Background: an optimization exercise with open tools, aiming at small area and a short achievable clock period. Do not read the settings as production practice.
The RTL was checked by simulation tests, not by an equivalence proof against the original design.

==> flow/design.v (excerpt) <==
module PE_array #(
    parameter DATA_WIDTH    = 16 ,
    parameter SYSTOLIC_SIZE = 4
) (
    input                                       clk          ,
    input                                       rst_n        ,
    input                                       reset_pe     ,
    input                                       write_out_en ,
    input  [SYSTOLIC_SIZE * DATA_WIDTH - 1 : 0] wgt_in       ,
    input  [SYSTOLIC_SIZE * DATA_WIDTH - 1 : 0] ifm_in       ,
    output [SYSTOLIC_SIZE * DATA_WIDTH - 1 : 0] ofm_out
);
    wire [15:0] dn  [0:3][0:3] ;
    wire [15:0] rt  [0:3][0:3] ;
    wire [15:0] mo  [0:3][0:3] ;
    PE pe_0_0 (
        .clk (clk), .rst_n (rst_n), .reset_pe (reset_pe), .write_out_en (write_out_en),
        .top_in (wgt_in[15:0]), .left_in (ifm_in[15:0]), .mac_in (mo[0][1]),
        .bottom_out (dn[0][0]), .right_out (rt[0][0]), .mac_out (mo[0][0])
    );
    PE pe_0_1 (
        .clk (clk), .rst_n (rst_n), .reset_pe (reset_pe), .write_out_en (write_out_en),
        .top_in (wgt_in[31:16]), .left_in (rt[0][0]), .mac_in (mo[0][2]),
        .bottom_out (dn[0][1]), .right_out (rt[0][1]), .mac_out (mo[0][1])
    );
    PE pe_0_2 (
        .clk (clk), .rst_n (rst_n), .reset_pe (reset_pe), .write_out_en (write_out_en),
        .top_in (wgt_in[47:32]), .left_in (rt[0][1]), .mac_in (mo[0][3]),
  ...
export LEC_CHECK = 0
export CAP_MARGIN = 20
export CORE_MARGIN = 2
export CORE_UTILIZATION = 40
export PLACE_DENSITY = 0.6
export SETUP_SLACK_MARGIN = 1.5
export SLEW_MARGIN = 20
export SYNTH_HIERARCHICAL = 1
export SYNTH_MINIMUM_KEEP_SIZE = 0
create_clock -name core_clock -period 6.5 [get_ports {clk}]
run.sh (not shown) runs the stock make flow with config.mk's settings and CLKGATE_MAP_FILE= SYNTH_SCRIPT=/design/flow/synth_recipe.tcl, a recipe that flattens the netlist after the stock synthesis.
The baseline finished with timing, DRC and antenna clean.
Then changed:
SETUP_SLACK_MARGIN = unset   (was 1.5)
Routed wire length is about the same.
Die area does not change.
Synthesized cell count does not change.
Via count stays flat.
Non-clock buffer count decreases by 36.
Global-route usage hardly moves.
Then changed:
SETUP_SLACK_MARGIN = 1.0   (was unset)
Effect:
- The new run produced a clean layout
- via count stays flat
- setup slack is better by 290 ps
- count of clock-buffer cells in the layout is higher by 9
- die area is unchanged
Then changed:
SETUP_SLACK_MARGIN = 2.0   (was 1.0)
Result: Routed wire length is higher by 2.5%; cell count grows by 2.7%; design area rises by 6.3%; setup slack is better by 530 ps; synthesized cell count stays the same; global-route usage grows by 0.35 points; area after synthesis does not change.
Then changed:
CORE_UTILIZATION = 55   (was 40)
PLACE_DENSITY = 0.75   (was 0.6)
SETUP_SLACK_MARGIN = 1.5   (was 2.0)
=> The changed run completed with no timing, DRC or antenna violations. Flip-flop and latch count stays the same. Synthesized cell count stays the same. Final area shrinks by a few percent. Global-route usage rises by 6.6 points. Routed wire length fell by a few percent.

## violet
PE_array, a different RTL version from the one above (not shown whole).
For scale: about 7100 cells after synthesis, roughly 200 I/O pins, roughly 90000 um^2 of cells after synthesis.
clock: 6.5 ns
lec_check: 0
cap_margin: 20
core_margin: 2
core_utilization: 50
place_density: 0.75
setup_slack_margin: 2.6
slew_margin: 20
synth_hierarchical: 1
synth_minimum_keep_size: 0
violet did not stop at any stage, and its layout met the timing, design-rule and antenna checks.
#### Input delta (sierra over violet)
- CORE_UTILIZATION changed from 50 to 40
- SETUP_SLACK_MARGIN changed from 2.6 to 2.2
- PLACE_DENSITY changed from 0.75 to 0.6
--- outcome ---
Fmax: sierra lower than violet
Cmp violet and sierra / area share of buffers outside the clock network / higher: violet
sierra vs. violet: total length of routed wires decreased 0.43%; worst-case headroom to the max-slew limit decreased 4.4 points; actual slew at the worst max-slew pin increased by 66 ps relative to the old numbers.
> inputs changed (sierra -> maple)
- SETUP_SLACK_MARGIN now 3.0, was 2.2
Findings:
- Compared with sierra, net total in the final layout in maple increased by a few percent.
- Compared with sierra, maple shows fill cell instance count of the final layout lower by about 6%.
- maple vs sierra, core utilization went up by 5.5 points.
- Going from sierra to maple, buffer share of cell area picked up an extra 5.5 points, cell area rose about 12%.
- sierra leaves less setup margin than maple.
- maple ends up with higher post-cts repair resize count than sierra does.
Here is what was changed in the inputs of harbor compared with maple.
- SETUP_SLACK_MARGIN: 3.0 -> 2.6
Results
Insertion delay of the later-clocked pin in the worst-skew pair: higher on maple. Diff maple -> harbor: number of DRC violations after detailed-routing iteration 0 now sits lower, register clock-pin slew on the reported worst setup and hold paths now sits at about the same level. Delta(number of buffers created by CTS, harbor - maple) < 0. Between harbor and maple, the maximum cell stage delay along the critical path does not differ in any meaningful way. Final standard cell utilization of the core in harbor is 3.4 points below maple. Looking at start point of the critical path, the wgt_in[49] result is from maple; the ifm_in[0] one comes from harbor. Compared with maple, the detailed router inserted fewer vias in harbor. Wire length of the first global-routing pass went down by a few percent going from maple to harbor.

## re-timing with driven ports
The results above use ideal ports. As a check the final layouts listed here were re-extracted and re-timed, cells and wires unchanged.
Step 1 sets driving cells, clkbuf_16 on the clock port and buf_2 on the other inputs (assumed; they add their load-dependent delay and slew).
Step 2, shift: input delay + t, output delay - t, t = (earliest + latest rising clock arrival at the registers) / 2. This alone moves slack from input paths to output paths.
Three values: ideal, step 1, step 2; two values: the first two.
| run | shift t [ns] | setup WS [ns] | worst register clock-pin slew, ns | worst data-port slew with drivers (ns) |
|---|---|---|---|---|
| the first run of note 1 | 0.800 | 1.534 / 1.581 / 0.801 | 0.07 / 0.07 | 0.07 |
| the second run of note 1 | 0.808 | 0.786 / 0.840 / 0.032 | 0.08 / 0.08 | 0.07 |
| the third run of note 1 | 0.832 | 1.080 / 1.141 / 0.309 | 0.08 / 0.08 | 0.07 |
| the fourth run of note 1 | 0.821 | 1.606 / 1.664 / 0.843 | 0.07 / 0.07 | 0.08 |
| the fifth run of note 1 | 0.788 | 1.485 / 1.518 / 0.729 | 0.07 / 0.07 | 0.12 |
| violet | 0.833 | 2.519 / 2.505 / 1.673 | 0.07 / 0.07 | 0.14 |
| sierra | 0.827 | 2.208 / 2.223 / 1.396 | 0.08 / 0.08 | 0.14 |
| maple | 0.840 | 2.577 / 2.596 / 1.756 | 0.07 / 0.07 | 0.18 |
| harbor | 0.826 | 2.571 / 2.522 / 1.696 | 0.07 / 0.07 | 0.23 |
After both steps every run listed still meets setup and hold. For harbor, which loses most, drivers alone change the setup slack by -0.049 ns; drivers and shift together by -0.875 ns.
